Source: an optimization exercise on an open RTL-to-GDS flow (aim: small area and a short achievable clock period). Production flows keep margins and buffers that such runs may drop.
The RTL was checked by simulation tests, not by an equivalence proof against the original design.
Power and IR drop assume default switching activity.

== run 1 ==
// divider
module divider
        (
                input wire signed [31:0] data1,
                input wire signed [31:0] data2,
                input wire clock,
                input wire reset_n,
                output reg signed [31:0] q,
                output reg signed [31:0] r
        );
Size: roughly 6,800 cells after synthesis, about 64 flip-flops, ~130 I/O pins.
==> flow/config.mk <==
export PLATFORM = sky130hd
export DESIGN_NAME = divider
export DESIGN_NICKNAME = divider
export VERILOG_FILES = /design/flow/design.v
export SDC_FILE = /design/flow/constraint.sdc
export NUM_CORES = 4
export LEC_CHECK = 0
export ABC_AREA = 1
export CAP_MARGIN = 20
export CORE_MARGIN = 2
export CORE_UTILIZATION = 40
export SLEW_MARGIN = 20
==> flow/constraint.sdc <==
create_clock -name core_clock -period 150.0 [get_ports {clock}]
set_input_delay 30.0000 -clock core_clock [delete_from_list [all_inputs] [get_ports {clock}]]
set_output_delay 30.0000 -clock core_clock [all_outputs]
set_load 0.01 [all_outputs]
standard.sh (not shown) runs the stock make flow with config.mk's settings and CLKGATE_MAP_FILE= SYNTH_SCRIPT=/design/flow/synth_recipe.tcl, a recipe that flattens the netlist after the stock synthesis.
==> flow/flow/run.sh <==
#!/bin/bash
# The standard layout (standard.sh, standard synthesis included), except
# that the buffers ORFS puts on every input and output port are
# sky130_fd_sc_hd__buf_1 cells, instead of the delay cells
# (clkdlybuf4s50_1) that buffer_ports picks by itself. Every port still
# gets its own buffer; the design's SDC and clock period are unchanged.
set -euo pipefail
bash standard.sh "BUFFER_PORTS_ARGS=-buffer_cell sky130_fd_sc_hd__buf_1" finish > flow_make.log 2>&1
### run 1 -> run 2
==> flow/run.sh (new file) <==
#!/bin/bash
# synth_recipe.tcl (not shown) runs the flow's synth.tcl, then flattens the netlist and writes it again
# the make line also repeats each setting of config.mk as NAME=value (left out here)
make -C /OpenROAD-flow-scripts/flow DESIGN_CONFIG=/design/flow/config.mk WORK_HOME=/design/flow/orfs CLKGATE_MAP_FILE= SYNTH_SCRIPT=/design/flow/synth_recipe.tcl finish
removed: flow/flow/run.sh
removed: flow/standard.sh
--- outcome ---
- On clock network fraction of total power, run 1 and run 2 are basically level.
- Run 2 vs run 1: path length in cells of the critical path down
- Summary — fill cell total of the finished layout, run 2 relative to run 1: lower, by about 0.8%.
- The final layout from run 2, which completed every stage, passed the timing, design-rule and antenna checks at the end of the flow.
- Run 2 ends up with lower placer's final routability congestion estimate than run 1 does.
What run 3 does differently from run 2 at the input level:
==> flow/flow/run.sh (new file) <==
#!/bin/bash
# The standard layout (standard.sh, standard synthesis included), run in
# two parts: up to CTS, the post-CTS repair_timing aims for a setup slack of
# flow/setup_margin ns instead of 0, using gate up-sizing only (no
# buffering, pin swaps or cloning), so the netlist keeps the synthesized
# structure; the rest (global route with its usual repairs, detailed route,
# finish) is standard. The design's SDC and clock period are used unchanged.
set -euo pipefail
MARGIN=$(cat flow/setup_margin)
bash standard.sh SETUP_SLACK_MARGIN=$MARGIN SETUP_MOVE_SEQUENCE=sizeup \
  SKIP_GATE_CLONING=1 SKIP_PIN_SWAP=1 cts > flow_make_cts.log 2>&1
bash standard.sh finish > flow_make.log 2>&1
==> flow/flow/setup_margin (new file) <==
74
==> flow/standard.sh (new file) <==
#!/bin/bash
# synth_recipe.tcl (not shown) runs the flow's synth.tcl, then flattens the netlist and writes it again
# the make line also repeats each setting of config.mk as NAME=value (left out here)
make -C /OpenROAD-flow-scripts/flow DESIGN_CONFIG=/design/flow/config.mk WORK_HOME=/design/flow/orfs CLKGATE_MAP_FILE= SYNTH_SCRIPT=/design/flow/synth_recipe.tcl "${@:-finish}"
removed: flow/run.sh
- Sort run 3 and run 2 by initial antenna violation count desc -> top: run 2
- Summary: final area, run 3 worse than run 2
- Run 2 reports its slowest library cell on the worst path as a21boi_2 while run 3 reports a21boi_4.
- Run 3: flow completed, timing, DRC and antenna clean
- From run 2 to run 3 the numbers moved as follows: sequential share of layout area essentially unchanged; highest fanout seen on the critical path fell 20.


the previous run:
divider again, from the RTL that the note above started with.
export LEC_CHECK = 0
export ABC_AREA = 1
export CAP_MARGIN = 20
export CORE_MARGIN = 2
export CORE_UTILIZATION = 40
export SLEW_MARGIN = 20
create_clock -name core_clock -period 150.0 [get_ports {clock}]
==> flow/flow/run.sh <==
#!/bin/bash
# The standard layout (standard.sh, standard synthesis included), with
# two changes:
#  - the buffers ORFS puts on every input and output port are
#    sky130_fd_sc_hd__buf_1 cells instead of the delay cells
#    (clkdlybuf4s50_1) that buffer_ports picks by itself; every port still
#    gets its own buffer;
#  - the post-CTS repair_timing aims for a setup slack of flow/setup_margin
#    ns instead of 0, using gate up-sizing only (no buffering, pin swaps or
#    cloning), so the netlist keeps the synthesized structure.
# The rest (global route with its usual repairs, detailed route, finish) is
# standard. The design's SDC and clock period are used unchanged.
set -euo pipefail
MARGIN=$(cat flow/setup_margin)
IOBUF="BUFFER_PORTS_ARGS=-buffer_cell sky130_fd_sc_hd__buf_1"
bash standard.sh "$IOBUF" SETUP_SLACK_MARGIN=$MARGIN SETUP_MOVE_SEQUENCE=sizeup \
  SKIP_GATE_CLONING=1 SKIP_PIN_SWAP=1 cts > flow_make_cts.log 2>&1
bash standard.sh "$IOBUF" finish > flow_make.log 2>&1
==> flow/flow/setup_margin <==
75
The previous run | status: complete | timing, DRC, antenna: pass
Setup changes, the previous run to the current run
==> flow/flow/setup_margin <==
74
[summary]
- Diff the current run..the previous run | post-synthesis share of cell area spent on xor and xnor gates | unchanged
- Measured against each other, the previous run and the current run differ in combined area of the multi-input logic cells, the lower figure coming from the current run.
- The run with more setup slack is the previous run; the current run has less.
- The previous run has higher maximum clock frequency than the current run.
- Against the previous run, the current run reports a routed wire length that is lower.
- Routed wirelength normalized by instance count | the current run below the previous run
- The current run closes out successfully: all stages finished, all timing, DRC and antenna checks passed.
- The global-route usage was comparable across the previous run and the current run.

afterwards: timing with drivers on the ports:
The flow's constraints put no driver on any port. The routed layouts listed below were extracted and timed again, unchanged, in two steps. Step 1 (the two cells are an assumption about what drives the block):
set clk [get_ports {clock}]
set_driving_cell -lib_cell sky130_fd_sc_hd__clkbuf_16 $clk
set_driving_cell -lib_cell sky130_fd_sc_hd__buf_2 [delete_from_list [all_inputs] $clk]
Step 2, shift: input delay + t, output delay - t, t = (earliest + latest rising clock arrival at the registers) / 2. This alone moves slack from input paths to output paths. a / b / c = no drivers / after step 1 / after step 2; a / b = the first two.
| run | shift t [ns] | setup WS [ns] | hold slack, ns |
|---|---|---|---|
| run 1 | 0.452 | 70.516 / 70.551 / 70.099 | 30.085 / 30.050 / 30.383 |
| run 2 | 0.445 | 69.708 / 69.720 / 69.276 | 30.070 / 30.035 / 30.480 |
| run 3 | 0.447 | 73.461 / 73.490 / 73.043 | 30.076 / 30.038 / 30.485 |
| the previous run | 0.454 | 74.402 / 74.389 / 73.936 | 30.076 / 30.041 / 30.383 |
| the current run | 0.449 | 73.420 / 73.451 / 73.002 | 30.081 / 30.046 / 30.384 |
After both steps setup and hold are still met in every run listed. For the previous run, which loses most, drivers alone change the setup slack by -0.013 ns; drivers and shift together by -0.466 ns.
